What follows belongs to an exercise in optimizing a design on an open flow for small area, a short achievable clock period and few clock cycles; a production flow would make more cautious choices.
The RTL was checked by simulation tests, not by an equivalence proof against the original design.
Power is estimated from default activity; no workload was simulated.

==> flow/design.v, too long to show whole: its modules and the start of the top module <==
// module top: 793 lines
// module booth_row: 26 lines
module top (
	input		start,
	input		reset,
	input 	clk,
	input			load,
	input	[5:0]	load_addr,
	input	[7:0]	a_data,
	input	[7:0]	b_data,
	input	[5:0]	c_addr,
	output reg		done,
	output	[18:0]	c_data
	);
  // ...
==> flow/run.sh <==
#!/bin/bash
# synth_recipe.tcl (not shown) runs the flow's synth.tcl, then flattens the netlist and writes it again
# the make line also repeats each setting of config.mk as NAME=value (left out here)
make -C /OpenROAD-flow-scripts/flow DESIGN_CONFIG=/design/flow/config.mk WORK_HOME=/design/flow/orfs CLKGATE_MAP_FILE= SYNTH_SCRIPT=/design/flow/synth_recipe.tcl finish
==> flow/config.mk <==
export PLATFORM = sky130hd
export DESIGN_NAME = top
export DESIGN_NICKNAME = top
export VERILOG_FILES = /design/flow/design.v
export SDC_FILE = /design/flow/constraint.sdc
export NUM_CORES = 4
export LEC_CHECK = 0
export CAP_MARGIN = 20
export CORE_MARGIN = 2
export CORE_UTILIZATION = 60
export CTS_BUF_LIST = sky130_fd_sc_hd__clkbuf_4 sky130_fd_sc_hd__clkbuf_8
export PLACE_DENSITY = 0.72
export SLEW_MARGIN = 20
==> flow/constraint.sdc <==
create_clock -name core_clock -period 7.0 [get_ports {clk}]
set_input_delay 1.4000 -clock core_clock [delete_from_list [all_inputs] [get_ports {clk}]]
set_output_delay 1.4000 -clock core_clock [all_outputs]
set_load 0.01 [all_outputs]
==> flow_metrics.env, run 1 <==
export IMPL_inv_count=299
export IMPL_finClkSkew_ns=0.108
export IMPL_first_global_vias=50000
export IMPL_clkPwrFrac_pct=24.8
export IMPL_crit_arrival_ns=5.07
export IMPL_antenna_left=0
export IMPL_io_buffers=51
export IMPL_cts_root_buf="clkbuf_8"
export IMPL_finalWirelength_mm=266
export IMPL_ir_drop_uv=476
export IMPL_cp_max_fo=6
export IMPL_grt_pass1_wl_mm=369
export IMPL_dpl_worst_slack_ns=-0.0216
export IMPL_avgSynthCellArea_um2=16.4
export IMPL_synth_simple_area_share_pct=4.19
export IMPL_cp_data_required_time_ns=5.60
export IMPL_vias=52900
export IMPL_synth_top_family_by_area="compound AO/OA/AOI/OAI gates"
export IMPL_numPlacedInstances=7593
export IMPL_outcome="no timing/DRC/antenna violations"
export IMPL_hpwl_mm=186
export IMPL_synth_xor_area_share_pct=0.919
export IMPL_drc=0
export IMPL_tns_ns=0
export IMPL_startpoint="q34"
export IMPL_synth_cell_type_count=95
export IMPL_cpPeakStageDelay_ns=0.56
export IMPL_synthesis_area_um2=87700
export IMPL_comb_power_share_pct=38.4
export IMPL_insertion_delay_ns=1.05
export IMPL_fin_crit_ns=6.47
export IMPL_fillers=9375
export IMPL_layout_setup_ws_ns=0.531
export IMPL_yosys_warnings=4
export IMPL_reg2reg_depth=16
export IMPL_core_um2=145000
export IMPL_grt_util_met3_pct=7.81
export IMPL_netlist_instances=5337
export IMPL_grt_busiest_layer="met2"
Testbench counts, summed over its fixed seeds: cycles 3,680.
==> run 2: changes to the inputs <==
--- a/flow/config.mk
+++ b/flow/config.mk
@@ -8,6 +8,5 @@
 export CAP_MARGIN = 20
 export CORE_MARGIN = 2
-export CORE_UTILIZATION = 60
-export CTS_BUF_LIST = sky130_fd_sc_hd__clkbuf_4 sky130_fd_sc_hd__clkbuf_8
-export PLACE_DENSITY = 0.72
+export CORE_UTILIZATION = 40
+export SETUP_SLACK_MARGIN = 1.0
 export SLEW_MARGIN = 20
==> run 2 against run 1 <==
Register-to-register slack improved by 0.08 ns. Power rose by 5.3%. Critical endpoint is now q54. Die area up 49%. Area after synthesis is the same. Largest cell class unchanged. Critical path type is now in2reg. Clock skew shrank 0.061 ns. Routed wire length rose by 4.9%. Maximum frequency increased by 8.5%. Combinational power increased by 6%. Non-clock buffer count increased by 63. Still clean on timing, DRC and antenna. Sequential power barely moved. Largest power group unchanged.
==> flow_metrics.env, run 2 <==
export IMPL_synthesis_area_um2=87700
export IMPL_clk_transition_reported_paths_ns=0.06
export IMPL_die_area_um2=223000
export IMPL_crit_end="q54"
export IMPL_p_leak_nw=36.3
export IMPL_outcome="no timing/DRC/antenna violations"
export IMPL_vias=51200
export IMPL_yosysTopAreaCellShare_pct=70.1
export IMPL_async_reset_ff_share_pct=0
export IMPL_critPathTopFamily="adder cells"
export IMPL_startpoint="c_addr[3]"
export IMPL_drc=0
export IMPL_max_freq_ghz=0.168
export IMPL_seq_area_frac_synth_pct=71.5
export IMPL_ir_drop_uv=614
export IMPL_rsz0062_at_grt="true"
export IMPL_place_congestion=0.988
export IMPL_yosys_register_bits=2108
export IMPL_layout_setup_ws_ns=1.04
export IMPL_chipWidth_um=472
export IMPL_fin_crit_ns=5.96
export IMPL_first_global_vias=49700
export IMPL_clkSinkCount=2108
export IMPL_synth_most_common_cell="edfxtp_1"
export IMPL_synthesis_nets=5665
export IMPL_cp_data_required_time_ns=7.71
export IMPL_slew_headroom_pct=21.0
export IMPL_path_depth=18
export IMPL_critPathKind="in2reg"
export IMPL_ys_flop_type="edfxtp_1"
export IMPL_grt_max_degree=170
export IMPL_die_h_um=472
export IMPL_maxSlewViolCount=0
export IMPL_cts_hold_buffers=0
export IMPL_drive_gt1_share_pct=22.6
export IMPL_cpPeakStageDelay_ns=0.77
export IMPL_numPlacedInstances=8573
export IMPL_synth_cell_type_count=95
export IMPL_numCtsBuffers=201
export IMPL_grt_pass1_wl_mm=386
export IMPL_core_um2=218000
export IMPL_cpMaxStageDelayCell="o31ai_1"
export IMPL_vias_per_cell=5.70
export IMPL_final_common_cell="edfxtp_1"
export IMPL_final_cell_count_no_fill=8970
export IMPL_worst_r2r_setup_slack_ns=1.63
export IMPL_crit_arrival_ns=6.67
export IMPL_reg2reg_to="q54"
export IMPL_finClkSkew_ns=0.0473
export IMPL_synthTopCellsByArea="edfxtp_1, fa_1, mux4_2"
export IMPL_crit_chain="clkbuf_8 -> buf_12 -> mux2i_4 -> o22ai_1 -> a221o_1 -> buf_12 -> nor2_2 -> buf_4 -> nor2_1 -> buf_4 -> o31ai_1 -> fa_1 -> inv_1 -> fa_1 -> fa_1 -> fa_1 -> inv_1 -> fa_1"
export IMPL_regToRegStartpoint="xb[18][5]"
export IMPL_netlist_top_cells_count="edfxtp_1, inv_1, nor2_1"
export IMPL_io_buffers=51
export IMPL_finalSetupViolCount=0
export IMPL_avgSynthCellArea_um2=16.4
export IMPL_routedWlPerCell_um=31.1
export IMPL_final_hold_violation_count=0
export IMPL_layout_common_cells="edfxtp_1, buf_4, inv_1"
export IMPL_power_density_nw_per_um2=401
export IMPL_yosys_warnings=4
export IMPL_tightest_slew_ns=1.18
export IMPL_cp_max_fo=14
export IMPL_fin_nets=6273
export IMPL_min_period_over_period_pct=85.2
export IMPL_syn_to_final_growth_pct=18.6
export IMPL_yosys_area_top_type="edfxtp_1"
export IMPL_finalWirelength_mm=279
export IMPL_crit_top_cell="fa_1"
export IMPL_cap_violations=0
export IMPL_htreeDepth=4
export IMPL_row_count=171
export IMPL_tns_ns=0
export IMPL_antenna_found_initial=7
export IMPL_dpl_worst_slack_ns=0.0743
export IMPL_cts_root_buf="clkbuf_16"
export IMPL_hpwl_mm=196
export IMPL_initial_core_util_pct=40.3
export IMPL_path_buf_inv=7
export IMPL_antenna_left=0
export IMPL_reg2reg_depth=16
export IMPL_overflow=0
export IMPL_crit_path_end_kind="register"
export IMPL_insertion_delay_ns=0.88
export IMPL_netlist_instances=5337
export IMPL_timing_hold_ws_ns=0.400
export IMPL_tritoncts="built"
export IMPL_hold_path_class="reg2reg"
export IMPL_firstDrtPassIters=6
export IMPL_ioPinCount=52
export IMPL_synth_edf_count=2048
export IMPL_grtUsageTotal_pct=24.7
export IMPL_clock_path_buffers=3
export IMPL_cp_start_kind="primary input"
export IMPL_drt_iter0_drc=6260
[run 2: cell counts after synthesis]
No cell type changed its count.
[run 2: repair_timing]
item,CTS,global route
resized for setup,24,84
setup endpoints to repair,12,37
setup buffers,3,18
cloned,0,1
pin swaps,6,17
[run 2: worst min path at each step]
stage | from | to | slack (ns) | cells after the start
finish | wb[40][1] | xb[40][1] | 0.40 | 0
global route | wb[31][5] | xb[31][5] | 0.40 | 0
CTS | wb[31][5] | xb[31][5] | 0.40 | 0
detailed placement | wa[11][6] | xa[11][6] | 0.40 | 0
global placement | wb[32][3] | xb[32][3] | 0.40 | 0
floorplan | wa[0][0] | xa[0][0] | 0.40 | 0
[run 2: kinds of logic after synthesis]
family          after synthesis  share of synthesized area [%]
simple gates                796                           4.19
fa+ha+maj                   333                           6.91
flops                      2108                           71.5
xor+xnor                     92                          0.919
compound gates             1127                           9.13
mux                         291                           4.50
buf+inv                     590                           2.87
[run 2: power by group]
group | leakage (nW) | internal, mW | total (mW) | switching, mW
combinational | 13.3 | 6.95 | 16.1 | 9.18
sequential | 19.7 | 14.4 | 14.6 | 0.153
clock | 3.25 | 6.21 | 11.0 | 4.78
total | 36.3 | 27.6 | 41.7 | 14.1
[run 2: per-stage QoR]
step | instance area, um2 | util, % | total power, mW
after floorplan | 88200 | - | 23.7
after global placement | 96700 | 44.4 | 30.3
after detailed placement | 96800 | 44.5 | 30.6
after CTS | 103000 | 47.6 | 41.6
after global routing | 104000 | 47.8 | 44.0
final | 104000 | 47.8 | 41.7
[run 2: cell type report]
type	count	area [um2]
Antenna cell	2	5.00
Clock buffer	232	5170
Clock inverter	140	1480
Fill cell	18100	114000
Inverter	299	1130
Multi-Input combinational cell	2639	23600
Sequential cell	2108	62700
Tap cell	2854	3570
Timing Repair Buffer	696	6380
[run 2: per-layer routing]
metal	GRT usage [%]	part of all wire (%)	vias up
li1	-	-	21900
met1	35.1	43	26600
met2	38.7	46	2332
met3	3.98	7.5	397
met4	8.24	3.7	2
met5	0	0.0047	-
==> run 3: changes to the inputs <==
--- a/flow/config.mk
+++ b/flow/config.mk
@@ -9,4 +9,4 @@
 export CORE_MARGIN = 2
 export CORE_UTILIZATION = 40
-export SETUP_SLACK_MARGIN = 1.0
+export SETUP_SLACK_MARGIN = 2.0
 export SLEW_MARGIN = 20
==> run 3 against run 2 <==
Critical path depth rose by 3. Clock skew fell by 0.0028 ns. Setup slack improved by 0.25 ns. Hold slack got worse by 0.0074 ns. Synthesized cell count did not move. Cell count rose by 2.4%. Sequential power barely moved. Global-route usage rose by 1.3 points. Still clean. Critical path type unchanged. Largest cell class unchanged. Routed wire length rose by 5.2%. Combinational power rose by 14%. Non-clock buffer count rose by 206. Critical endpoint is now q32.
==> flow_metrics.env, run 3 <==
export IMPL_outcome="no timing/DRC/antenna violations"
export IMPL_synth_edf_count=2048
export IMPL_insertion_delay_ns=0.88
export IMPL_avgSynthCellArea_um2=16.4
export IMPL_cap_violations=0
export IMPL_ys_flop_type="edfxtp_1"
export IMPL_synth_xor_area_share_pct=0.919
export IMPL_cts_root_buf="clkbuf_16"
export IMPL_crit_path_end_kind="register"
export IMPL_io_buffers=51
export IMPL_die_h_um=472
export IMPL_vias=53100
export IMPL_max_freq_ghz=0.175
export IMPL_crit_arrival_ns=6.52
export IMPL_drt_iter0_drc=6928
export IMPL_yosys_mux_area_fraction_pct=4.50
export IMPL_finClkSkew_ns=0.0445
export IMPL_synthTopCellsByArea="edfxtp_1, fa_1, mux4_2"
export IMPL_synthAdderAreaFrac_pct=6.91
export IMPL_tritoncts="built"
export IMPL_cp_data_required_time_ns=7.81
export IMPL_finalSetupViolCount=0
export IMPL_clock_path_buffers=3
export IMPL_clkSinkCount=2108
export IMPL_hpwl_mm=196
export IMPL_row_count=171
export IMPL_overflow=0
export IMPL_yosys_warnings=4
export IMPL_yosysTopAreaCellShare_pct=70.1
export IMPL_synth_compound_area_share_pct=9.13
export IMPL_synth_top_family_by_area="compound AO/OA/AOI/OAI gates"
export IMPL_ir_drop_uv=876
export IMPL_startpoint="c_addr[3]"
export IMPL_fin_crit_ns=5.72
export IMPL_netlist_top_cells_count="edfxtp_1, inv_1, nor2_1"
export IMPL_clk_transition_reported_paths_ns=0.06
export IMPL_p_leak_nw=38.4
export IMPL_antenna_found_initial=9
export IMPL_synthesis_area_um2=87700
export IMPL_tightest_slew_ns=1.21
export IMPL_drc=0
export IMPL_cts_hold_buffers=0
export IMPL_min_period_over_period_pct=81.6
export IMPL_finalWirelength_mm=294
export IMPL_yosys_area_top_type="edfxtp_1"
export IMPL_ioPinCount=52
export IMPL_first_global_vias=51400
export IMPL_grt_pass1_wl_mm=403
export IMPL_fin_nets=6482
export IMPL_timing_hold_ws_ns=0.393
export IMPL_rsz0062_at_grt="true"
export IMPL_yosys_register_bits=2108
export IMPL_place_congestion=0.966
export IMPL_numCtsBuffers=203
export IMPL_antenna_left=0
export IMPL_vias_per_cell=5.78
export IMPL_cp_max_fo=8
export IMPL_synth_most_common_cell="edfxtp_1"
export IMPL_htreeDepth=4
export IMPL_slew_headroom_pct=19.5
export IMPL_synth_cell_type_count=95
export IMPL_core_um2=218000
export IMPL_grtUsageTotal_pct=25.9
export IMPL_netlist_instances=5337
export IMPL_firstDrtPassIters=5
export IMPL_drive_gt1_share_pct=34.7
export IMPL_final_hold_violation_count=0
export IMPL_final_util_pct=50.7
export IMPL_async_reset_ff_share_pct=0
export IMPL_grt_max_degree=171
export IMPL_synthesis_nets=5665
export IMPL_worstHoldStart="wa[19][1]"
export IMPL_power_density_nw_per_um2=396
export IMPL_chipWidth_um=472
export IMPL_critPathKind="in2reg"
export IMPL_cp_start_kind="primary input"
export IMPL_die_area_um2=223000
export IMPL_regToRegStartpoint="xb[40][5]"
export IMPL_routedWlPerCell_um=32.0
export IMPL_maxSlewViolCount=0
export IMPL_layout_common_cells="edfxtp_1, buf_4, clkbuf_16"
export IMPL_final_common_cell="edfxtp_1"
export IMPL_initial_core_util_pct=40.3
export IMPL_synth_simple_area_share_pct=4.19
export IMPL_syn_to_final_growth_pct=25.9
export IMPL_hold_path_class="reg2reg"
export IMPL_seq_area_frac_synth_pct=71.5
run 3: cell count changes in the layout (fill, tap and decap cells not counted), sizes merged, moves of 6 or more:
cell,before,now
buf,670,866
clkinv,100,106
inv,308,299
bufinv,24,15
clkbuf,235,253
bufbuf,0,13
run 3: final cells by class:
class	instances	area [um2]
clock buffers	247	5370
well taps	2854	3570
repair buffers	902	9630
inverters	299	1170
clock inverters	131	1160
flip-flops and latches	2108	62700
diodes	1	2.50
multi-input cells	2640	26800
fillers	17600	107000
run 3: path summary, 6_finish.rpt:
path | to | cells past startpoint | slack (ns)
max | q32 | 21 | 1.28
min reg2reg | xa[19][1] | 0 | 0.39
min | xa[19][1] | 0 | 0.39
max reg2reg | q32 | 17 | 1.83
run 3: worst max-delay path: stages:
cell and delay [ns]:
clkbuf_16 0.16, buf_12 0.14, buf_12 0.14, buf_16 0.15, mux2i_4 0.20, mux4_2 0.65
nand2_4 0.19, nand2b_4 0.09, buf_6 0.14, buf_6 0.11, o21ai_2 0.09, nor2_1 0.06
a221o_1 0.30, fa_2 0.54, inv_2 0.04, fa_2 0.35, fa_2 0.58, inv_2 0.04
fa_2 0.55, inv_1 0.05, fa_2 0.51
run 3: metal layers:
layer	global-route usage [%]	vias up	part of all wire, %
met2	41.5	2499	47
met5	0	-	0.022
met1	36.7	27800	42
met4	7.16	10	3.3
met3	4.44	431	8.3
li1	-	22300	-
run 3: power breakdown:
part	internal (mW)	total (mW)	switching [mW]
combinational	8.47	18.3	9.85
clock	6.03	10.8	4.75
sequential	14.4	14.6	0.165
total	28.9	43.7	14.8
run 3: cell families (layout without fill, tap and decap cells):
group / after synthesis / count (layout)
buffers and inverters: 590 / 1579
adders and majority gates: 333 / 333
and+or+nand+nor: 796 / 797
xor gates and xnor gates: 92 / 92
DFF: 2108 / 2108
muxes: 291 / 291
AOI/OAI and AO/OA: 1127 / 1127
other: 0 / 1
run 3: per-stage QoR:
step                TNS, ns  power [mW]  cells  worst slack [ns]  area [um2]
floorplan                 0        23.9   5337              1.10       89000
finish                    0        43.7   9182              1.28      110000
global placement     -0.793        29.8   8474            -0.157       96200
CTS                       0        42.5   9081              1.30      109000
global route              0        46.1   9182              1.19      110000
detailed placement    -1.74        30.1   8477            -0.258       96300
run 3: repair_timing:
item | CTS | global route
buffers inserted | 198 | 97
cloned | 28 | 3
gates resized for setup | 786 | 265
endpoints found under the setup margin | 63 | 56
pin swaps | 205 | 217
==> run 4: changes to the inputs <==
--- a/flow/config.mk
+++ b/flow/config.mk
@@ -9,4 +9,3 @@
 export CORE_MARGIN = 2
 export CORE_UTILIZATION = 40
-export SETUP_SLACK_MARGIN = 2.0
 export SLEW_MARGIN = 20
==> run 4 against run 3 <==
Still clean on timing, DRC and antenna. Global-route usage shrank 1.3 points. Clock-buffer cell count shrank 12. Clock power grew 5%. Register-to-register slack lost 0.35 ns. Non-clock buffer count shrank 249. Area after synthesis is the same. Die area is the same. Core utilization shrank 3.3 points. Maximum frequency shrank 12%. Flip-flop and latch count is the same. Clock skew grew 0.0062 ns. Combinational power shrank 17%. Critical path type is now reg2out. Largest power group unchanged.
==> flow_metrics.env, run 4 <==
export IMPL_synth_edf_count=2048
export IMPL_overflow=0
export IMPL_dpl_worst_slack_ns=-0.142
export IMPL_hold_depth=0
export IMPL_maxSlewViolCount=0
export IMPL_final_area_um2=103000
export IMPL_synth_cell_type_count=95
export IMPL_finalSetupViolCount=0
export IMPL_grt_use_met2_pct=38.8
export IMPL_netlist_instances=5337
export IMPL_finalWirelength_mm=277
export IMPL_final_cell_count_no_fill=8933
export IMPL_io_buffers=51
export IMPL_place_congestion=0.952
export IMPL_grt_busiest_layer="met2"
export IMPL_synthesis_area_um2=87700
export IMPL_first_global_vias=49400
export IMPL_yosys_warnings=4
export IMPL_clock_path_buffers=3
export IMPL_layout_setup_ws_ns=0.537
export IMPL_slew_headroom_pct=19.7
export IMPL_p_leak_nw=36.0
export IMPL_drc=0
export IMPL_drt_iter0_drc=7056
export IMPL_fin_nets=6232
export IMPL_clkSinkCount=2108
export IMPL_routedWlPerCell_um=31.0
export IMPL_chipWidth_um=472
export IMPL_post_cts_setup_buffers=0
export IMPL_outcome="no timing/DRC/antenna violations"
export IMPL_tns_ns=0
export IMPL_yosys_area_top_type="edfxtp_1"
export IMPL_drive_gt1_share_pct=20.4
export IMPL_avgSynthCellArea_um2=16.4
export IMPL_yosysTopAreaCellShare_pct=70.1
export IMPL_yosys_register_bits=2108
export IMPL_ir_drop_uv=946
export IMPL_row_count=171
export IMPL_min_period_over_period_pct=92.3
export IMPL_tritoncts="built"
export IMPL_hpwl_mm=193
export IMPL_power_mw=41.0
export IMPL_grt_pass1_wl_mm=385
export IMPL_cts_root_buf="clkbuf_16"
export IMPL_antenna_left=0
export IMPL_tightest_slew_ns=1.20
export IMPL_hold_path_class="reg2reg"
export IMPL_syn_to_final_growth_pct=17.7
export IMPL_ioPinCount=52
export IMPL_grt_util_met3_pct=3.66
export IMPL_cts_hold_buffers=0
export IMPL_vias_per_cell=5.71
export IMPL_vias=51000
export IMPL_firstDrtPassIters=6
export IMPL_clk_transition_reported_paths_ns=0.07
export IMPL_cp_max_fo=6
export IMPL_grt_max_degree=195
export IMPL_fillers=18200
export IMPL_htreeDepth=4
export IMPL_grtUsageTotal_pct=24.6
export IMPL_initial_core_util_pct=40.3
export IMPL_seq_area_frac_synth_pct=71.5
export IMPL_numPlacedInstances=8553
export IMPL_die_h_um=472
export IMPL_ff_latch_area_um2=62700
export IMPL_insertion_delay_ns=0.87
export IMPL_multi_input_area_um2=22900
export IMPL_finClkSkew_ns=0.0507
export IMPL_rsz0062_at_grt="false"
export IMPL_final_common_cell="edfxtp_1"
export IMPL_grtUsageMet1_pct=35.4
export IMPL_crit_arrival_ns=5.06
export IMPL_max_freq_ghz=0.155
export IMPL_synthesis_nets=5665
export IMPL_cp_start_kind="register"
export IMPL_cp_data_required_time_ns=5.60
export IMPL_layout_common_cells="edfxtp_1, buf_4, inv_1"
export IMPL_async_reset_ff_share_pct=0
export IMPL_netlist_top_cells_count="edfxtp_1, inv_1, nor2_1"
export IMPL_power_density_nw_per_um2=397
export IMPL_antenna_found_initial=12
export IMPL_final_util_pct=47.4
export IMPL_timing_hold_ws_ns=0.367
export IMPL_ys_flop_type="edfxtp_1"
export IMPL_cts_resized=0
export IMPL_numCtsBuffers=203
export IMPL_final_hold_violation_count=0
export IMPL_cap_violations=0
export IMPL_synthTopCellsByArea="edfxtp_1, fa_1, mux4_2"
export IMPL_die_area_um2=223000
export IMPL_synth_most_common_cell="edfxtp_1"
export IMPL_core_um2=218000
export IMPL_critPathKind="reg2out"
export IMPL_crit_path_end_kind="output pin"
export IMPL_placed_cell_area_um2=96200
export IMPL_fin_crit_ns=6.46
export IMPL_reg2reg_depth=16
## run 4: changes by cell type in the layout (fill, tap and decap cells not counted), sizes merged
cell	previous run	this run
buf	866	624
clkbuf	253	236
bufbuf	13	0
clkdlybuf4s50	15	28
bufinv	15	27
clkinv	106	100
inv	299	305
diode	1	4
clkinvlp	10	8
dlygate4sd2	2	0
nand2	244	243
## run 4: cells by family (layout without fill, tap and decap cells)
kind of cell    after synthesis  count (layout)  synth area share [%]
mux                         291             291                  4.50
other cells                   0               4                     0
xor+xnor                     92              92                 0.919
buf+inv                     590            1328                  2.87
fa+ha+maj                   333             333                  6.91
flops                      2108            2108                  71.5
compound gates             1127            1127                  9.13
simple gates                796             796                  4.19
## run 4: worst paths after layout
| check | from | end | slack, ns |
|---|---|---|---|
| setup / recovery | q34 | c_data[17] | 0.54 |
| hold / removal | wb[37][0] | xb[37][0] | 0.37 |
| setup reg to reg | xb[32][3] | q26 | 1.48 |
| hold reg to reg | wb[37][0] | xb[37][0] | 0.37 |
## run 4: final cells by class
class	count	area share (%)
sequential	2108	60.8
inverter	299	1.09
clock buffer	235	5.12
timing repair buffer	653	5.73
tap	2854	3.46
clock inverter	141	1.61
antenna	4	0.00970
multi-input combinational	2639	22.2
## run 4: metal layers
| metal | share of wire [%] | wire length (um) |
|---|---|---|
| met1 | 43 | 118000 |
| met4 | 3.1 | 8520 |
| met2 | 46 | 128000 |
| met3 | 7.9 | 22000 |
| met5 | 0.015 | 41 |
## run 4: worst max-delay path: stages, from the launching register on
cell and delay, ns:
dfxtp_1 0.32, fa_1 0.53, fa_1 0.58, inv_1 0.06, fa_1 0.50, inv_1 0.04
ha_1 0.35, a21o_1 0.21, a21o_1 0.19, a21oi_1 0.14, o21ai_0 0.13, a2111oi_0 0.32
nor3_1 0.13, xor2_1 0.15, clkdlybuf4s50_1 0.56
## run 4: power by group
| part | internal, mW | switching (mW) |
|---|---|---|
| combinational | 6.61 | 8.53 |
| clock | 6.46 | 4.83 |
| sequential | 14.4 | 0.137 |
==> run 5: changes to the inputs <==
--- a/flow/config.mk
+++ b/flow/config.mk
@@ -9,3 +9,6 @@
 export CORE_MARGIN = 2
 export CORE_UTILIZATION = 40
+export CTS_CLUSTER_DIAMETER = 90
+export CTS_CLUSTER_SIZE = 28
+export SETUP_SLACK_MARGIN = 1.0
 export SLEW_MARGIN = 20
==> run 5 against run 4 <==
Cell count shrank 2.4%. Sequential share of layout area grew 1.8 points. Synthesized cell count is the same. First-iteration DRC count shrank 11%. Flip-flop and latch count is the same. Area after synthesis is the same. Maximum frequency grew 7.7%. Cell area shrank 2.8%. Core utilization shrank 1.3 points.
==> flow_metrics.env, run 5 <==
export IMPL_outcome="no timing/DRC/antenna violations"
export IMPL_cp_start_kind="primary input"
export IMPL_cp_data_required_time_ns=7.63
export IMPL_tritoncts="built"
export IMPL_first_global_vias=48600
export IMPL_syn_to_final_growth_pct=14.3
export IMPL_tightest_slew_ns=1.19
export IMPL_htreeDepth=3
export IMPL_slew_headroom_pct=20.9
export IMPL_crit_path_end_kind="register"
export IMPL_clock_path_buffers=3
export IMPL_final_common_cell="edfxtp_1"
export IMPL_antenna_found_initial=11
export IMPL_layout_setup_ws_ns=0.998
export IMPL_tns_ns=0
export IMPL_numCtsBuffers=89
export IMPL_reg2reg_depth=17
export IMPL_ioPinCount=52
export IMPL_netlist_top_cells_count="edfxtp_1, inv_1, nor2_1"
export IMPL_synth_xor_area_share_pct=0.919
export IMPL_path_buf_inv=6
export IMPL_cts_root_buf="clkbuf_16"
export IMPL_place_congestion=0.988
export IMPL_synth_top_family_by_area="compound AO/OA/AOI/OAI gates"
export IMPL_p_leak_nw=34.4
export IMPL_path_depth=17
export IMPL_seq_area_frac_synth_pct=71.5
export IMPL_async_reset_ff_share_pct=0
export IMPL_yosys_register_bits=2108
export IMPL_synth_most_common_cell="edfxtp_1"
export IMPL_avgSynthCellArea_um2=16.4
export IMPL_initial_core_util_pct=40.3
export IMPL_vias=50400
export IMPL_synth_cell_type_count=95
export IMPL_cp_max_fo=13
export IMPL_drt_iter0_drc=6289
export IMPL_fin_crit_ns=6.00
export IMPL_routedWlPerCell_um=31.7
export IMPL_hpwl_mm=196
export IMPL_firstDrtPassIters=6
export IMPL_power_density_nw_per_um2=368
export IMPL_dpl_worst_slack_ns=0.0743
export IMPL_synthesis_nets=5665
export IMPL_fillers=18400
export IMPL_grt_max_degree=170
export IMPL_finalSetupViolCount=0
export IMPL_final_hold_violation_count=0
export IMPL_overflow=0
export IMPL_maxSlewViolCount=0
export IMPL_die_h_um=472
export IMPL_ys_flop_type="edfxtp_1"
export IMPL_clk_transition_reported_paths_ns=0.11
export IMPL_layout_common_cells="edfxtp_1, buf_4, inv_1"
export IMPL_synth_edf_count=2048
export IMPL_rsz0062_at_grt="true"
export IMPL_yosys_warnings=4
export IMPL_synth_compound_area_share_pct=9.13
export IMPL_yosysTopAreaCellShare_pct=70.1
export IMPL_grtUsageTotal_pct=24.3
export IMPL_row_count=171
export IMPL_finClkSkew_ns=0.0646
export IMPL_cap_violations=0
export IMPL_critPathTopFamily="adder cells"
export IMPL_crit_arrival_ns=6.63
export IMPL_netlist_instances=5337
export IMPL_cpMaxStageDelayCell="fa_2"
export IMPL_yosys_mux_area_fraction_pct=4.50
export IMPL_synthesis_area_um2=87700
export IMPL_drc=0
export IMPL_grt_pass1_wl_mm=381
export IMPL_ir_drop_uv=639
export IMPL_insertion_delay_ns=0.81
export IMPL_fin_nets=6166
export IMPL_die_area_um2=223000
export IMPL_min_period_over_period_pct=85.7
export IMPL_drive_gt1_share_pct=20.9
export IMPL_synthTopCellsByArea="edfxtp_1, fa_1, mux4_2"
export IMPL_vias_per_cell=5.78
export IMPL_crit_chain="buf_8 -> buf_12 -> buf_16 -> mux2_2 -> a221o_1 -> a221o_1 -> buf_12 -> xnor2_4 -> nand2_2 -> o221ai_2 -> buf_4 -> fa_2 -> fa_2 -> fa_1 -> fa_1 -> inv_1 -> fa_1"
export IMPL_hold_depth=0
export IMPL_yosys_area_top_type="edfxtp_1"
export IMPL_synthAdderAreaFrac_pct=6.91
export IMPL_cpPeakStageDelay_ns=0.64
export IMPL_core_um2=218000
export IMPL_hold_path_class="reg2reg"
export IMPL_chipWidth_um=472
export IMPL_antenna_left=0
export IMPL_critPathKind="in2reg"
export IMPL_max_freq_ghz=0.167
export IMPL_io_buffers=51
export IMPL_synth_simple_area_share_pct=4.19
export IMPL_finalWirelength_mm=276
export IMPL_crit_top_cell="fa_1"
export IMPL_clkSinkCount=2108
[run 5: cell counts after synthesis]
No cell type changed its count.
[run 5: worst register-to-register path, delay by kind of cell, from the launching register on]
family	cells	cell delay, ns
DFF	1	0.43
muxes	1	0.19
xor gates and xnor gates	1	0.16
and+or+nand+nor	2	0.21
buffers and inverters	5	0.57
adders and majority gates	5	2.69
AOI/OAI and AO/OA	3	0.88
[run 5: worst paths after layout]
path / endpoint / startpoint / slack (ns)
worst max-delay path: q21 / c_addr[3] / 1.0
worst min-delay path: xb[43][0] / wb[43][0] / 0.38
worst max register to register: q21 / xb[18][5] / 1.74
worst min register to register: xb[43][0] / wb[43][0] / 0.38
[run 5: cells by family after synthesis]
family | Yosys count
simple gates | 796
compound gates | 1127
flops | 2108
buf+inv | 590
mux | 291
fa+ha+maj | 333
xor+xnor | 92
[run 5: what timing repair did]
| action | CTS | global route |
|---|---|---|
| hold buffers | 0 | 0 |
| endpoints found under the setup margin | 20 | 39 |
| setup buffers | 4 | 19 |
| resized for setup | 35 | 108 |
| gates cloned | 0 | 4 |
| pin swaps | 5 | 20 |
[run 5: power by group]
group | switching (mW) | internal [mW] | total (mW) | leakage, nW
clock | 3.80 | 2.49 | 6.29 | 1.27
sequential | 0.152 | 14.4 | 14.6 | 19.7
combinational | 9.09 | 6.92 | 16.0 | 13.4
[run 5: metrics by stage]
stage / instance area (um2) / hold WS [ns] / utilization, % / power [mW] / instances
global route: 100000 / 0.395 / 46.1 / 39.1 / 8718
detailed placement: 96800 / 0.405 / 44.5 / 30.6 / 8573
floorplan: 88200 / 0.400 / - / 23.7 / 5337
global placement: 96700 / 0.400 / 44.4 / 30.3 / 8570
CTS: 99500 / 0.391 / 45.7 / 36.8 / 8693
finish: 100000 / 0.381 / 46.1 / 36.9 / 8720
[run 5: metal layers]
layer	up-vias	global-route usage, %	part of all wire [%]	wire length [um]
met4	4	7.08	3.1	8560
met1	26500	35.0	43	119000
met5	-	0	0.0098	27
li1	21500	-	-	-
met3	309	3.11	7.2	20000
met2	2143	38.8	47	129000
[run 5: layout make-up]
| type | instances | area [um2] | share of cell area, % |
|---|---|---|---|
| antenna | 3 | 7.51 | 0.00749 |
| clock buffer | 93 | 2240 | 2.24 |
| clock inverter | 23 | 359 | 0.358 |
| inverter | 299 | 1130 | 1.13 |
| multi-input combinational | 2639 | 23700 | 23.6 |
| sequential | 2108 | 62700 | 62.5 |
| tap | 2854 | 3570 | 3.56 |
| timing repair buffer | 701 | 6550 | 6.53 |
==> run 6: changes to the inputs <==
==> flow/flow/run.sh (new file) <==
#!/bin/bash
# The standard layout, with Yosys's synth run without its early ABC pass
# (-noabc). That pass remaps the compressor tree before extract_fa and leaves
# inverters between the full-adder cells; the flow's own later ABC pass still
# maps all remaining logic. Everything else is the standard flow.
set -euo pipefail
bash standard.sh SYNTH_ARGS=-noabc finish > standard_flow.log 2>&1
==> flow/standard.sh (new file) <==
#!/bin/bash
# synth_recipe.tcl (not shown) runs the flow's synth.tcl, then flattens the netlist and writes it again
# the make line also repeats each setting of config.mk as NAME=value (left out here)
make -C /OpenROAD-flow-scripts/flow DESIGN_CONFIG=/design/flow/config.mk WORK_HOME=/design/flow/orfs CLKGATE_MAP_FILE= SYNTH_SCRIPT=/design/flow/synth_recipe.tcl "${@:-finish}"
--- a/flow/config.mk
+++ b/flow/config.mk
@@ -9,6 +9,4 @@
 export CORE_MARGIN = 2
 export CORE_UTILIZATION = 40
-export CTS_CLUSTER_DIAMETER = 90
-export CTS_CLUSTER_SIZE = 28
 export SETUP_SLACK_MARGIN = 1.0
 export SLEW_MARGIN = 20
removed: flow/run.sh
==> run 6 against run 5 <==
Still clean. Power rose by 11%. Global-route usage rose by 0.077 points. Cell count fell by 0.30%. Maximum frequency fell by 0.69%. Combinational power fell by 3%. Core utilization rose by 1.1 points. Die area fell by 0.14%. Via count fell by 0.31%. Cell area rose by 2.3%. Clock power rose by 73%.
==> flow_metrics.env, run 6 <==
export IMPL_synth_most_common_cell="edfxtp_1"
export IMPL_power_density_nw_per_um2=400
export IMPL_grt_max_degree=164
export IMPL_synth_cell_type_count=110
export IMPL_antenna_found_initial=11
export IMPL_avgSynthCellArea_um2=17.2
export IMPL_critPathKind="in2reg"
export IMPL_ioPinCount=52
export IMPL_syn_to_final_growth_pct=17.1
export IMPL_clk_transition_reported_paths_ns=0.06
export IMPL_clock_path_buffers=3
export IMPL_cap_violations=0
export IMPL_placed_cell_area_um2=95700
export IMPL_power_mw=41.0
export IMPL_grtUsageTotal_pct=24.4
export IMPL_rsz0062_at_grt="true"
export IMPL_yosys_area_top_type="edfxtp_1"
export IMPL_hpwl_mm=192
export IMPL_overflow=0
export IMPL_cp_data_required_time_ns=7.71
export IMPL_timing_hold_ws_ns=0.390
export IMPL_htreeDepth=4
export IMPL_yosys_warnings=4
export IMPL_cpMaxStageDelayCell="fa_1"
export IMPL_finalWirelength_mm=275
export IMPL_layout_common_cells="edfxtp_1, buf_4, fa_1"
export IMPL_numCtsBuffers=205
export IMPL_tritoncts="built"
export IMPL_yosys_register_bits=2108
export IMPL_synthTopCellsByArea="edfxtp_1, fa_1, mux2i_1"
export IMPL_ys_flop_type="edfxtp_1"
export IMPL_crit_path_end_kind="register"
export IMPL_multi_input_area_um2=23600
export IMPL_drive_gt1_share_pct=21.9
export IMPL_crit_chain="buf_4 -> buf_12 -> buf_12 -> mux2i_1 -> o22ai_1 -> or3_1 -> buf_4 -> xnor2_1 -> and2_1 -> a211oi_1 -> buf_4 -> fa_1 -> fa_1 -> fa_1 -> fa_1 -> fa_1"
export IMPL_crit_top_cell="fa_1"
export IMPL_finalSetupViolCount=0
export IMPL_synthesis_area_um2=87600
export IMPL_fillers=18400
export IMPL_seq_area_frac_synth_pct=71.6
export IMPL_core_um2=217000
export IMPL_hold_path_class="reg2reg"
export IMPL_routedWlPerCell_um=31.6
export IMPL_max_freq_ghz=0.165
export IMPL_synth_edf_count=2048
export IMPL_crit_arrival_ns=6.76
export IMPL_cts_root_buf="clkbuf_16"
export IMPL_final_common_cell="edfxtp_1"
export IMPL_fin_nets=6033
export IMPL_drt_iter0_drc=6672
export IMPL_io_buffers=51
export IMPL_cp_start_kind="primary input"
export IMPL_row_count=171
export IMPL_fin_crit_ns=6.04
export IMPL_maxSlewViolCount=0
export IMPL_initial_core_util_pct=40.3
export IMPL_cp_max_fo=18
export IMPL_async_reset_ff_share_pct=0
export IMPL_final_hold_violation_count=0
export IMPL_drc=0
export IMPL_netlist_top_cells_count="edfxtp_1, fa_1, nand2_1"
export IMPL_first_global_vias=48500
export IMPL_synthesis_nets=5462
export IMPL_slew_headroom_pct=23.3
export IMPL_vias=50300
export IMPL_ff_latch_area_um2=62700
export IMPL_finClkSkew_ns=0.0409
export IMPL_place_congestion=0.974
export IMPL_netlist_instances=5090
export IMPL_final_util_pct=47.2
export IMPL_firstDrtPassIters=8
export IMPL_outcome="no timing/DRC/antenna violations"
export IMPL_cts_hold_buffers=0
export IMPL_chipWidth_um=472
export IMPL_min_period_over_period_pct=86.3
export IMPL_grt_pass1_wl_mm=380
export IMPL_yosysTopAreaCellShare_pct=70.2
export IMPL_ir_drop_uv=717
export IMPL_die_h_um=472
export IMPL_die_area_um2=223000
export IMPL_final_area_um2=103000
export IMPL_cpPeakStageDelay_ns=0.57
export IMPL_tns_ns=0
export IMPL_p_leak_nw=35.3
export IMPL_vias_per_cell=5.78
export IMPL_insertion_delay_ns=0.86
export IMPL_tightest_slew_ns=1.15
export IMPL_clkSinkCount=2108
export IMPL_antenna_left=0
==> run 6: cell count changes after synthesis, sizes merged, moves of 30 or more <==
cell / previous run / this run
buf: 141 / 177
o22ai: 114 / 84
clkbuf: 150 / 99
mux2i: 128 / 179
nor2: 282 / 203
xnor2: 74 / 38
maj3: 37 / 6
inv: 295 / 135
nand2: 243 / 211
a22oi: 106 / 55
a21oi: 219 / 178
==> run 6: power breakdown <==
| part | switching [mW] | total [mW] | internal (mW) |
|---|---|---|---|
| registers | 0.153 | 14.6 | 14.5 |
| clock network | 4.77 | 10.9 | 6.12 |
| logic | 8.57 | 15.5 | 6.97 |
| total | 13.5 | 41.0 | 27.5 |
==> run 6: logic make-up (layout without fill, tap and decap cells) <==
family | Yosys count | after routing | synth area share (%)
flops | 2108 | 2108 | 71.6
compound gates | 1103 | 1103 | 9.47
simple gates | 727 | 727 | 4.03
buf+inv | 416 | 1162 | 2.19
mux | 347 | 347 | 4.88
fa+ha+maj | 346 | 346 | 7.38
xor+xnor | 43 | 43 | 0.447
other cells | 0 | 4 | 0
==> run 6: final cells by class <==
class                           count  share of cell area [%]
Antenna cell                        4                 0.00976
Clock buffer                      247                    5.20
Clock inverter                    135                    1.28
Inverter                          140                   0.516
Multi-Input combinational cell   2566                    23.0
Sequential cell                  2108                    61.1
Tap cell                         2854                    3.48
Timing Repair Buffer              640                    5.41
==> run 6: metrics by stage <==
stage	setup WS, ns	cells
final	0.956	8694
after global routing	0.932	8691
after floorplan	0.966	5090
after detailed placement	-0.197	8299
after CTS	0.990	8686
after global placement	-0.161	8298
==> run 6: worst paths after layout <==
kind              from       end  slack, ns  depth (start not counted)
max reg2reg  xb[57][1]       q21       1.66                         12
max          c_addr[4]       q21       0.96                         16
min reg2reg   wb[4][1]  xb[4][1]       0.39                          0
min           wb[4][1]  xb[4][1]       0.39                          0
==> run 6: critical path, delay by kind of cell <==
kind | cells | cell delay [ns]
and+or+nand+nor | 2 | 0.62
adders and majority gates | 5 | 2.58
xor gates and xnor gates | 1 | 0.15
muxes | 1 | 0.42
buffers and inverters | 5 | 0.93
AOI/OAI and AO/OA | 2 | 0.63
==> run 6: layer usage <==
layer	part of all wire, %	wire length (um)	track usage [%]	vias to the layer above
met5	0.020	56	0	-
met4	3.7	10300	8.64	8
met3	7.6	21000	3.93	395
met2	46	126000	37.6	2374
met1	43	118000	35.1	26100
li1	-	-	-	21400
==> run 6: repair_timing <==
action                                 CTS  global route
buffers inserted                         5             4
endpoints found under the hold margin    0             0
resized for setup                       21            34
setup endpoints to repair               27            46
pin swaps                                4             9
==> run 7: changes to the inputs <==
--- a/flow/config.mk
+++ b/flow/config.mk
@@ -9,4 +9,6 @@
 export CORE_MARGIN = 2
 export CORE_UTILIZATION = 40
+export CTS_CLUSTER_DIAMETER = 90
+export CTS_CLUSTER_SIZE = 28
 export SETUP_SLACK_MARGIN = 1.0
 export SLEW_MARGIN = 20
==> run 7 against run 6 <==
Combinational power hardly changed. Power is 11% lower. Die area stayed put. Non-clock buffer count is 8 higher. Via count is 1.7% lower. Still clean on timing, DRC and antenna. Clock skew is 0.017 ns higher. Clock power is 41% lower. Area after synthesis stayed put. Critical endpoint unchanged.
==> flow_metrics.env, run 7 <==
export IMPL_avgSynthCellArea_um2=17.2
export IMPL_synth_most_common_cell="edfxtp_1"
export IMPL_ys_flop_type="edfxtp_1"
export IMPL_cts_hold_buffers=0
export IMPL_cap_violations=0
export IMPL_maxSlewViolCount=0
export IMPL_holdPathEnd="xb[30][5]"
export IMPL_cp_start_kind="primary input"
export IMPL_fin_nets=5928
export IMPL_min_period_over_period_pct=85.3
export IMPL_drive_gt1_share_pct=20.3
export IMPL_synthesis_nets=5462
export IMPL_final_cell_count_no_fill=8443
export IMPL_fillers=18700
export IMPL_p_leak_nw=33.4
export IMPL_numCtsBuffers=92
export IMPL_drt_iter0_drc=6723
export IMPL_crit_arrival_ns=6.62
export IMPL_tritoncts="built"
export IMPL_synth_compound_area_share_pct=9.47
export IMPL_grt_max_degree=164
export IMPL_antenna_left=0
export IMPL_seq_area_frac_synth_pct=71.6
export IMPL_synth_top_family_by_area="compound AO/OA/AOI/OAI gates"
export IMPL_worstHoldStart="wb[30][5]"
export IMPL_cts_root_buf="clkbuf_16"
export IMPL_clkSinkCount=2108
export IMPL_antenna_found_initial=9
export IMPL_yosys_area_top_type="edfxtp_1"
export IMPL_worst_r2r_setup_slack_ns=1.71
export IMPL_synth_edf_count=2048
export IMPL_syn_to_final_growth_pct=13.0
export IMPL_cp_max_fo=13
export IMPL_synthesis_area_um2=87600
export IMPL_yosysTopAreaCellShare_pct=70.2
export IMPL_netlist_instances=5090
export IMPL_clock_path_buffers=3
export IMPL_max_freq_ghz=0.168
export IMPL_vias=49400
export IMPL_finalWirelength_mm=272
export IMPL_row_count=171
export IMPL_async_reset_ff_share_pct=0
export IMPL_final_hold_violation_count=0
export IMPL_die_h_um=472
export IMPL_reg2reg_depth=15
export IMPL_layout_common_cells="edfxtp_1, buf_4, fa_1"
export IMPL_rsz0062_at_grt="true"
export IMPL_synth_simple_area_share_pct=4.03
export IMPL_ioPinCount=52
export IMPL_netlist_top_cells_count="edfxtp_1, fa_1, nand2_1"
export IMPL_synth_cell_type_count=110
export IMPL_place_congestion=0.974
export IMPL_synth_xor_area_share_pct=0.447
export IMPL_cp_data_required_time_ns=7.65
export IMPL_yosys_register_bits=2108
export IMPL_ir_drop_uv=718
export IMPL_chipWidth_um=472
export IMPL_regToRegStartpoint="xb[43][1]"
export IMPL_tns_ns=0
export IMPL_grt_pass1_wl_mm=376
export IMPL_final_util_pct=45.5
export IMPL_crit_path_end_kind="register"
export IMPL_tightest_slew_ns=1.16
export IMPL_outcome="no timing/DRC/antenna violations"
export IMPL_die_area_um2=223000
export IMPL_vias_per_cell=5.85
export IMPL_first_global_vias=47400
export IMPL_synthTopCellsByArea="edfxtp_1, fa_1, mux2i_1"
export IMPL_htreeDepth=3
export IMPL_synthAdderAreaFrac_pct=7.38
export IMPL_core_um2=217000
export IMPL_grtUsageTotal_pct=24.0
export IMPL_io_buffers=51
export IMPL_fin_crit_ns=5.97
export IMPL_hpwl_mm=192
export IMPL_firstDrtPassIters=6
export IMPL_overflow=0
export IMPL_critPathKind="in2reg"
export IMPL_routedWlPerCell_um=32.2
export IMPL_insertion_delay_ns=0.81
export IMPL_yosys_warnings=4
export IMPL_yosys_mux_area_fraction_pct=4.88
export IMPL_final_common_cell="edfxtp_1"
export IMPL_hold_depth=0
export IMPL_hold_path_class="reg2reg"
export IMPL_initial_core_util_pct=40.3
export IMPL_drc=0
export IMPL_slew_headroom_pct=22.2
export IMPL_numPlacedInstances=8299
export IMPL_power_density_nw_per_um2=369
export IMPL_finalSetupViolCount=0
export IMPL_clk_transition_reported_paths_ns=0.10
export IMPL_reg2reg_to="q32"
export IMPL_finClkSkew_ns=0.0576
==> run 7: cell counts after synthesis <==
Identical to the previous run, type by type.
==> run 7: worst max-delay path, cell delays in order <==
cell	delay [ns]
buf_6	0.24
buf_4	0.29
and2_1	0.36
buf_12	0.22
a22oi_1	0.16
o221ai_1	0.46
a21oi_1	0.15
a221oi_1	0.31
o221ai_1	0.30
fa_1	0.56
fa_1	0.53
fa_1	0.53
fa_1	0.59
fa_1	0.43
==> run 7: per-layer routing <==
metal | GRT usage (%) | wire length (um) | vias up
li1 | - | - | 21000
met5 | 0 | 41 | -
met2 | 37.2 | 125000 | 2168
met4 | 8.30 | 10000 | 6
met3 | 2.58 | 18700 | 302
met1 | 35.4 | 119000 | 25900
==> run 7: worst max path at each step <==
stage	startpoint	endpoint
floorplan	c_addr[5]	q21
detailed placement	c_addr[3]	q42
global placement	c_addr[3]	q42
global route	c_addr[1]	q21
finish	c_addr[1]	q21
CTS	c_addr[3]	q42
==> run 7: repair_timing <==
item | in CTS | in global routing
endpoints found under the setup margin | 35 | 44
pin swaps | 4 | 15
resized for setup | 23 | 70
endpoints found under the hold margin | 0 | 0
buffers inserted | 5 | 12
==> run 7: power breakdown <==
part | leakage [nW] | total (mW) | switching (mW) | internal (mW)
Combinational | 12.3 | 15.5 | 8.52 | 6.95
Clock | 1.34 | 6.47 | 3.89 | 2.59
Sequential | 19.7 | 14.6 | 0.153 | 14.4
==> run 7: layout make-up <==
type / instances / area (um2) / share of cell area [%]
inverters: 140 / 533 / 0.539
repair buffers: 648 / 5680 / 5.74
multi-input cells: 2566 / 23700 / 24.0
flip-flops and latches: 2108 / 62700 / 63.4
well taps: 2854 / 3570 / 3.61
clock buffers: 99 / 2350 / 2.37
clock inverters: 25 / 423 / 0.427
diodes: 3 / 7.51 / 0.00759
==> run 7: kinds of logic after synthesis <==
kind of cell               after synthesis
AOI/OAI and AO/OA                     1103
adders and majority gates              346
muxes                                  347
xor gates and xnor gates                43
buffers and inverters                  416
and+or+nand+nor                        727
DFF                                   2108
==> run 7: metrics by stage <==
stage	area, um2	total power, mW	worst slack [ns]	hold slack (ns)
detailed placement	95700	30.2	-0.197	0.405
global route	99000	38.7	0.959	0.396
floorplan	87600	23.5	0.966	0.400
finish	99000	36.5	1.03	0.385
CTS	98600	36.6	1.00	0.393
global placement	95600	29.9	-0.161	0.400
==> run 8: changes to the inputs <==
--- a/flow/config.mk
+++ b/flow/config.mk
@@ -6,4 +6,5 @@
 export NUM_CORES = 4
 export LEC_CHECK = 0
+export ABC_AREA = 1
 export CAP_MARGIN = 20
 export CORE_MARGIN = 2
==> run 8 against run 7 <==
Still clean. Synthesized cell count rose by 30%. First-iteration DRC count rose by 0.51%. Non-clock buffer count decreased by 255. Setup slack better by 0.14 ns. Combinational power hardly changed. Routed wire length decreased by 5.0%. Core utilization down 0.97 points. Critical path depth is 5 higher. Clock-buffer cell count grew 2. Largest cell class unchanged.
==> flow_metrics.env, run 8 <==
export IMPL_drt_iter0_drc=6757
export IMPL_yosysTopAreaCellShare_pct=70.3
export IMPL_slew_headroom_pct=18.4
export IMPL_yosys_register_bits=2108
export IMPL_firstDrtPassIters=6
export IMPL_finClkSkew_ns=0.0568
export IMPL_crit_arrival_ns=6.49
export IMPL_layout_common_cells="nand2_1, edfxtp_1, nand3_1"
export IMPL_core_um2=217000
export IMPL_critPathTopFamily="adder cells"
export IMPL_clk_transition_reported_paths_ns=0.11
export IMPL_synthesis_nets=6989
export IMPL_antenna_left=0
export IMPL_drc=0
export IMPL_p_leak_nw=36.6
export IMPL_cts_root_buf="clkbuf_16"
export IMPL_overflow=0
export IMPL_grtUsageTotal_pct=23.0
export IMPL_insertion_delay_ns=0.79
export IMPL_syn_to_final_growth_pct=10.7
export IMPL_holdPathEnd="xb[50][3]"
export IMPL_initial_core_util_pct=40.3
export IMPL_ioPinCount=52
export IMPL_crit_chain="clkdlybuf4s50_1 -> nor2_1 -> nand2_1 -> inv_2 -> buf_12 -> nand2_1 -> nand2_1 -> nor2_1 -> nand2_2 -> buf_4 -> inv_1 -> nand2_1 -> nand3_1 -> nand2_1 -> fa_1 -> fa_1 -> fa_1 -> fa_1 -> fa_1"
export IMPL_async_reset_ff_share_pct=0
export IMPL_cp_max_fo=18
export IMPL_drive_gt1_share_pct=10.2
export IMPL_synthTopCellsByArea="edfxtp_1, nand2_1, fa_1"
export IMPL_grt_max_degree=152
export IMPL_ir_drop_uv=1030
export IMPL_tritoncts="built"
export IMPL_hpwl_mm=179
export IMPL_chipWidth_um=472
export IMPL_hold_path_class="reg2reg"
export IMPL_first_global_vias=50000
export IMPL_cp_start_kind="primary input"
export IMPL_hold_depth=0
export IMPL_cap_violations=0
export IMPL_cpMaxStageDelayCell="fa_1"
export IMPL_routedWlPerCell_um=26.3
export IMPL_synth_cell_type_count=44
export IMPL_avgSynthCellArea_um2=13.2
export IMPL_cts_hold_buffers=0
export IMPL_synthesis_area_um2=87500
export IMPL_fin_nets=7289
export IMPL_numCtsBuffers=93
export IMPL_htreeDepth=3
export IMPL_clkSinkCount=2108
export IMPL_clock_path_buffers=3
export IMPL_antenna_found_initial=11
export IMPL_yosys_warnings=4
export IMPL_path_buf_inv=5
export IMPL_crit_path_end_kind="register"
export IMPL_vias_per_cell=5.34
export IMPL_tightest_slew_ns=1.22
export IMPL_final_common_cell="nand2_1"
export IMPL_die_area_um2=223000
export IMPL_reg2reg_to="q32"
export IMPL_max_freq_ghz=0.172
export IMPL_netlist_top_cells_count="nand2_1, edfxtp_1, nand3_1"
export IMPL_final_hold_violation_count=0
export IMPL_synth_most_common_cell="nand2_1"
export IMPL_fin_crit_ns=5.83
export IMPL_maxSlewViolCount=0
export IMPL_min_period_over_period_pct=83.2
export IMPL_seq_area_frac_synth_pct=71.6
export IMPL_finalSetupViolCount=0
export IMPL_rsz0062_at_grt="true"
export IMPL_grt_pass1_wl_mm=366
export IMPL_worstHoldStart="wb[50][3]"
export IMPL_outcome="no timing/DRC/antenna violations"
export IMPL_worst_r2r_setup_slack_ns=2.30
export IMPL_ys_flop_type="edfxtp_1"
export IMPL_cp_data_required_time_ns=7.66
export IMPL_die_h_um=472
export IMPL_cpPeakStageDelay_ns=0.65
export IMPL_io_buffers=51
export IMPL_path_depth=19
export IMPL_yosys_area_top_type="edfxtp_1"
export IMPL_place_congestion=0.925
export IMPL_netlist_instances=6617
export IMPL_reg2reg_depth=14
export IMPL_tns_ns=0
export IMPL_finalWirelength_mm=258
export IMPL_vias=52400
export IMPL_regToRegStartpoint="xa[34][3]"
export IMPL_power_density_nw_per_um2=376
export IMPL_timing_hold_ws_ns=0.392
export IMPL_critPathKind="in2reg"
export IMPL_row_count=171
export IMPL_synth_edf_count=2048
-- run 8: worst reg2reg max path, cell delays in order (launching register included) --
cell	delay, ns
edfxtp_1	0.34
inv_1	0.05
o21ai_0	0.70
nor2_1	0.19
nand2_2	0.34
buf_4	0.18
nand4_1	0.11
nand3_1	0.10
nand2_1	0.09
fa_1	0.51
inv_1	0.08
fa_1	0.50
fa_1	0.44
fa_1	0.55
fa_1	0.41
-- run 8: how the worst max path moves through the flow --
stage / from / to
floorplan: c_addr[5] / q21
global placement: c_addr[2] / q32
detailed placement: c_addr[2] / q32
CTS: q23 / c_data[14]
global route: q23 / c_data[14]
finish: c_addr[0] / q21
-- run 8: repair_timing --
action / in CTS / in global routing
pin swaps: 0 / 2
gates resized for setup: 1 / 18
endpoints found under the setup margin: 2 / 30
hold endpoints to repair: 0 / 0
setup buffers: 0 / 1
-- run 8: report_power, final --
group          switching, mW  leakage [nW]  total, mW  internal (mW)
Sequential             0.164          19.7       14.6           14.4
Combinational           8.67          15.5       15.3           6.66
Clock                   3.87          1.34       6.47           2.61
-- run 8: layout make-up --
cell class,instances,area [um2]
Fill cell,19300,121000
Sequential cell,2108,62700
Multi-Input combinational cell,3988,22900
Timing Repair Buffer,393,3700
Tap cell,2854,3570
Clock buffer,101,2380
Inverter,333,1250
Clock inverter,26,393
Antenna cell,2,5.00
-- run 8: metal layers --
metal	up-vias	track usage, %	share of wire, %
met2	2116	36.0	46
met1	26400	33.6	44
li1	23500	-	-
met4	10	7.37	3.3
met5	-	0	0.019
met3	298	2.90	7.3
-- run 8: logic make-up (layout without fill, tap and decap cells) --
family	Yosys count	in the layout	share of synthesized area (%)
AO/OA/AOI/OAI	246	246	1.54
flip-flops	2108	2108	71.6
adder cells (fa/ha/maj)	340	340	7.31
buffers and inverters	521	853	2.64
XOR/XNOR	26	26	0.260
AND/OR/NAND/NOR	3376	3376	16.6
other	0	2	0
-- run 8: stage by stage --
step                instance area [um2]  power, mW  instances  utilization, %  setup WS, ns
detailed placement                94000       30.1       9674            43.2         0.268
CTS                               96800       36.4       9801            44.5         0.986
finish                            96900       36.4       9805            44.6          1.17
global placement                  94000       29.7       9674            43.2         0.246
global route                      96900       38.7       9803            44.6         0.981
floorplan                         87500       23.6       6617               -          1.42
==> run 9: changes to the inputs <==
--- a/flow/config.mk
+++ b/flow/config.mk
@@ -6,5 +6,4 @@
 export NUM_CORES = 4
 export LEC_CHECK = 0
-export ABC_AREA = 1
 export CAP_MARGIN = 20
 export CORE_MARGIN = 2
@@ -12,4 +11,4 @@
 export CTS_CLUSTER_DIAMETER = 90
 export CTS_CLUSTER_SIZE = 28
-export SETUP_SLACK_MARGIN = 1.0
+export SETUP_SLACK_MARGIN = 1.4
 export SLEW_MARGIN = 20
==> run 9 against run 8 <==
Core utilization increased by 2.8 points. Still clean on timing, DRC and antenna. Highest routed layer is now met4. Die area hardly changed. Largest cell class unchanged. Critical path depth decreased by 7. Global-route usage increased by 2.0 points. Via count fell by 4.2%. Setup slack gained 0.0026 ns.
==> flow_metrics.env, run 9 <==
export IMPL_initial_core_util_pct=40.3
export IMPL_reg2reg_to="q21"
export IMPL_cp_start_kind="register"
export IMPL_tightest_slew_ns=1.23
export IMPL_clkSinkCount=2108
export IMPL_rsz0062_at_grt="true"
export IMPL_grt_use_met2_pct=40.2
export IMPL_finalSetupViolCount=0
export IMPL_cap_violations=0
export IMPL_seq_area_frac_synth_pct=71.6
export IMPL_clock_path_buffers=3
export IMPL_hold_path_class="reg2reg"
export IMPL_routedWlPerCell_um=33.6
export IMPL_die_area_um2=223000
export IMPL_outcome="no timing/DRC/antenna violations"
export IMPL_fin_crit_ns=5.82
export IMPL_synthTopCellsByArea="edfxtp_1, fa_1, mux2i_1"
export IMPL_vias=50200
export IMPL_htreeDepth=3
export IMPL_timing_hold_ws_ns=0.387
export IMPL_regToRegStartpoint="xb[50][5]"
export IMPL_ir_drop_uv=979
export IMPL_antenna_left=0
export IMPL_holdPathEnd="xa[2][1]"
export IMPL_synthesis_area_um2=87600
export IMPL_synth_cell_type_count=110
export IMPL_netlist_top_cells_count="edfxtp_1, fa_1, nand2_1"
export IMPL_insertion_delay_ns=0.80
export IMPL_overflow=0
export IMPL_yosys_register_bits=2108
export IMPL_antenna_found_initial=4
export IMPL_power_density_nw_per_um2=376
export IMPL_die_h_um=472
export IMPL_finClkSkew_ns=0.0429
export IMPL_grt_pass1_wl_mm=388
export IMPL_power_mw=38.7
export IMPL_chipWidth_um=472
export IMPL_crit_chain="fa_2 -> fa_1 -> fa_2 -> ha_4 -> and3_4 -> o211a_1 -> or3_4 -> a21oi_4 -> o21a_1 -> buf_6 -> a211oi_4 -> buf_2"
export IMPL_min_period_over_period_pct=83.2
export IMPL_async_reset_ff_share_pct=0
export IMPL_row_count=171
export IMPL_fin_nets=6065
export IMPL_netlist_instances=5090
export IMPL_grtUsageMet1_pct=36.7
export IMPL_drc=0
export IMPL_dpl_worst_slack_ns=0.0394
export IMPL_core_um2=217000
export IMPL_place_congestion=0.935
export IMPL_worst_r2r_setup_slack_ns=1.96
export IMPL_grt_util_met3_pct=2.81
export IMPL_first_global_vias=48100
export IMPL_maxSlewViolCount=0
export IMPL_yosys_area_top_type="edfxtp_1"
export IMPL_layout_setup_ws_ns=1.18
export IMPL_synth_edf_count=2048
export IMPL_drive_gt1_share_pct=27.3
export IMPL_critPathKind="reg2out"
export IMPL_tns_ns=0
export IMPL_final_common_cell="edfxtp_1"
export IMPL_grt_busiest_layer="met2"
export IMPL_synthesis_nets=5462
export IMPL_crit_top_cell="fa_2"
export IMPL_max_freq_ghz=0.172
export IMPL_clk_transition_reported_paths_ns=0.10
export IMPL_io_buffers=51
export IMPL_cpPeakStageDelay_ns=0.60
export IMPL_syn_to_final_growth_pct=17.5
export IMPL_reg2reg_depth=12
export IMPL_numCtsBuffers=95
export IMPL_cpMaxStageDelayCell="fa_2"
export IMPL_ys_flop_type="edfxtp_1"
export IMPL_drt_iter0_drc=6467
export IMPL_crit_arrival_ns=4.42
export IMPL_hpwl_mm=201
export IMPL_yosys_warnings=4
export IMPL_grt_max_degree=176
export IMPL_crit_path_end_kind="output pin"
export IMPL_finalWirelength_mm=288
export IMPL_cts_root_buf="clkbuf_16"
export IMPL_vias_per_cell=5.85
export IMPL_hold_depth=0
export IMPL_ioPinCount=52
export IMPL_slew_headroom_pct=17.7
export IMPL_firstDrtPassIters=5
export IMPL_critPathTopFamily="adder cells"
export IMPL_cts_hold_buffers=0
export IMPL_final_hold_violation_count=0
export IMPL_yosysTopAreaCellShare_pct=70.2
export IMPL_worstHoldStart="wa[2][1]"
export IMPL_grtUsageTotal_pct=25.0
export IMPL_avgSynthCellArea_um2=17.2
export IMPL_fillers=18200
export IMPL_p_leak_nw=34.9
export IMPL_tritoncts="built"
export IMPL_synth_most_common_cell="edfxtp_1"
export IMPL_cp_max_fo=7
export IMPL_layout_common_cells="edfxtp_1, buf_4, fa_1"
export IMPL_path_buf_inv=2
export IMPL_cp_data_required_time_ns=5.60
[run 9: cell types whose count changed after synthesis, moves of 81 or more]
cell / change
mux2_2: +115
nand3_1: -402
a221oi_1: +125
nand2_1: -1869
mux2i_1: +175
inv_1: -169
nor2_1: -209
a21oi_1: +97
nand4_1: -265
o22ai_1: +81
[run 9: how the worst max path moves through the flow]
stage	from	to	slack [ns]	depth (start not counted)
floorplan	c_addr[5]	q21	1.15	14
global placement	c_addr[4]	q21	0.02	16
detailed placement	c_addr[4]	q21	0.04	16
CTS	q31	c_data[17]	1.11	11
global route	q39	c_data[17]	1.07	11
finish	q29	c_data[15]	1.18	12
[run 9: logic make-up (layout without fill, tap and decap cells)]
logic type                 count (synthesis)  after routing  synth area share (%)
muxes                                    347            347                  4.88
adders and majority gates                346            346                  7.38
buffers and inverters                    416           1054                  2.19
xor gates and xnor gates                  43             43                 0.447
DFF                                     2108           2108                  71.6
other                                      0              1                     0
and+or+nand+nor                          727            727                  4.03
AOI/OAI and AO/OA                       1103           1103                  9.47
[run 9: repair_timing]
action,CTS,global route
hold endpoints to repair,0,0
pin swaps,43,125
endpoints found under the setup margin,54,46
cloned,7,13
buffers inserted,33,86
gates resized for setup,182,241
[run 9: area by class of cell]
cell class / count / area [um2] / share of cell area [%]
clock inverter: 28 / 571 / 0.554
sequential: 2108 / 62700 / 60.9
antenna: 1 / 2.50 / 0.00243
inverter: 140 / 574 / 0.558
clock buffer: 104 / 2420 / 2.35
timing repair buffer: 782 / 7740 / 7.52
tap: 2854 / 3570 / 3.47
multi-input combinational: 2566 / 25300 / 24.6
[run 9: per-layer routing]
layer	wire length, um	part of all wire (%)	vias to the layer above
li1	-	-	21300
met1	125000	43	26500
met2	136000	47	2115
met3	19800	6.9	280
met4	6810	2.4	0
met5	0	0	-
[run 9: through the flow]
| step | std cells | instance area (um2) | util [%] |
|---|---|---|---|
| 4_1_cts | 8483 | 101000 | 46.4 |
| 5_1_grt | 8582 | 103000 | 47.3 |
| 2_1_floorplan | 5090 | 88700 | - |
| 6_report | 8583 | 103000 | 47.3 |
| 3_5_place_dp | 8311 | 96700 | 44.5 |
| 3_3_place_gp | 8309 | 96600 | 44.5 |
[run 9: where the power goes]
part           switching (mW)  total [mW]  leakage, nW  internal [mW]
registers               0.163        14.6         19.7           14.4
logic                    9.47        17.4         13.7           7.89
clock network            3.99        6.78         1.44           2.79
==> run 10: changes to the inputs <==
--- a/flow/config.mk
+++ b/flow/config.mk
@@ -6,9 +6,10 @@
 export NUM_CORES = 4
 export LEC_CHECK = 0
-export CAP_MARGIN = 20
+export ABC_AREA = 1
+export CAP_MARGIN = 5
 export CORE_MARGIN = 2
 export CORE_UTILIZATION = 40
 export CTS_CLUSTER_DIAMETER = 90
 export CTS_CLUSTER_SIZE = 28
-export SETUP_SLACK_MARGIN = 1.4
-export SLEW_MARGIN = 20
+export SETUP_SLACK_MARGIN = 1.0
+export SLEW_MARGIN = 5
==> run 10 against run 9 <==
Sequential power about the same. Core utilization down 2.8 points. Synthesized cell count up 30%. Cell area down 5.9%. Via count up 4.2%. Global-route usage down 2.0 points. Clock skew up 0.0072 ns. Critical path depth up 6. Die area about the same. Flip-flop and latch count unchanged. Cell count up 14%. Setup slack worse by 0.063 ns. Highest routed layer is now met5.
==> flow_metrics.env, run 10 <==
export IMPL_outcome="no timing/DRC/antenna violations"
export IMPL_post_cts_setup_buffers=0
export IMPL_htreeDepth=3
export IMPL_cts_hold_buffers=0
export IMPL_slew_headroom_pct=10.5
export IMPL_fin_nets=7286
export IMPL_die_h_um=472
export IMPL_hpwl_mm=179
export IMPL_wl_met2_mm=118
export IMPL_clk_transition_reported_paths_ns=0.11
export IMPL_core_um2=217000
export IMPL_fin_crit_ns=5.89
export IMPL_place_congestion=0.925
export IMPL_maxSlewViolCount=0
export IMPL_synthesis_area_um2=87500
export IMPL_tightest_slew_ns=1.34
export IMPL_power_density_nw_per_um2=376
export IMPL_synthesis_nets=6989
export IMPL_cts_root_buf="clkbuf_16"
export IMPL_synth_cell_type_count=44
export IMPL_initial_core_util_pct=40.3
export IMPL_netlist_instances=6617
export IMPL_crit_path_end_kind="register"
export IMPL_vias=52300
export IMPL_netlist_top_cells_count="nand2_1, edfxtp_1, nand3_1"
export IMPL_io_buffers=51
export IMPL_die_area_um2=223000
export IMPL_first_global_vias=49800
export IMPL_numCtsBuffers=92
export IMPL_wl_met3_mm=20.0
export IMPL_cp_max_fo=18
export IMPL_seq_area_frac_synth_pct=71.6
export IMPL_async_reset_ff_share_pct=0
export IMPL_fillers=19300
export IMPL_finClkSkew_ns=0.0501
export IMPL_yosysTopAreaCellShare_pct=70.3
export IMPL_synthTopCellsByArea="edfxtp_1, nand2_1, fa_1"
export IMPL_yosys_warnings=4
export IMPL_drive_gt1_share_pct=9.98
export IMPL_ir_drop_uv=872
export IMPL_tritoncts="built"
export IMPL_synth_edf_count=2048
export IMPL_drt_iter0_drc=6966
export IMPL_crit_arrival_ns=6.56
export IMPL_switching_share_pct=35.0
export IMPL_chipWidth_um=472
export IMPL_avgSynthCellArea_um2=13.2
export IMPL_min_period_over_period_pct=84.1
export IMPL_top_layer="met5"
-- run 10: cells by family after synthesis --
logic type / share of synthesized area [%]
flip-flops: 71.6
XOR/XNOR: 0.260
adder cells (fa/ha/maj): 7.31
buffers and inverters: 2.64
AO/OA/AOI/OAI: 1.54
AND/OR/NAND/NOR: 16.6
-- run 10: final cells by class --
type	count	area, um2	area share (%)
flip-flops and latches	2108	62700	64.8
repair buffers	391	3650	3.78
multi-input cells	3988	22900	23.6
clock buffers	101	2360	2.44
diodes	2	5.00	0.00517
inverters	333	1250	1.30
well taps	2854	3570	3.69
clock inverters	23	403	0.416
-- run 10: per-stage QoR --
stage          worst slack (ns)  cell area [um2]  power [mW]  utilization [%]
4_1_cts                    1.02            96700        36.4             44.5
3_3_place_gp              0.246            94000        29.7             43.2
3_5_place_dp              0.269            94000        30.1             43.2
6_report                   1.11            96800        36.4             44.5
2_1_floorplan              1.42            87500        23.6                -
5_1_grt                    1.00            96800        38.6             44.5
-- run 10: critical path, cell delays in order --
cell and delay [ns]:
clkdlybuf4s50_1 0.59, nor2_1 0.09, nand2_1 0.21, inv_2 0.11, buf_12 0.18, buf_4 0.21
nand2_1 0.08, nand3b_1 0.45, buf_4 0.34, nand3_1 0.09, nand2_1 0.06, nand2_1 0.05
nand2_1 0.17, fa_1 0.70, fa_1 0.47, fa_1 0.41, fa_1 0.53, fa_1 0.40
-- run 10: path summary, 6_finish.rpt --
check / to / from / cells past startpoint / slack, ns
hold reg to reg: xb[50][3] / wb[50][3] / 0 / 0.39
hold / removal: xb[50][3] / wb[50][3] / 0 / 0.39
setup / recovery: q51 / c_addr[0] / 18 / 1.11
setup reg to reg: q3 / xb[1][1] / 15 / 2.30
-- run 10: power by group through the flow --
stage / Sequential (mW) / Combinational, mW / Clock (mW)
after floorplan: 14.8 / 8.74 / 0
after global placement: 14.9 / 14.8 / 0
after detailed placement: 14.9 / 15.2 / 0
after CTS: 14.6 / 15.2 / 6.56
after global routing: 14.7 / 17.0 / 6.96
final: 14.6 / 15.3 / 6.43
-- run 10: timing repair --
action,CTS,global route
gates cloned,0,0
gates resized for setup,1,17
endpoints found under the setup margin,1,22
-- run 10: routing by layer --
layer | track usage [%] | vias to the layer above
met2 | 36.2 | 2248
met5 | 0 | -
met1 | 33.4 | 26200
met3 | 3.05 | 296
li1 | - | 23500
met4 | 6.96 | 10

Re-timed with assumed drivers on the ports (clkbuf_16 on the clock, buf_2 on other inputs), run 10 has 1.129 ns of setup slack against 1.114 ns with ideal ports, and 0.278 ns once port delays also move by the mid clock arrival of 0.851 ns.
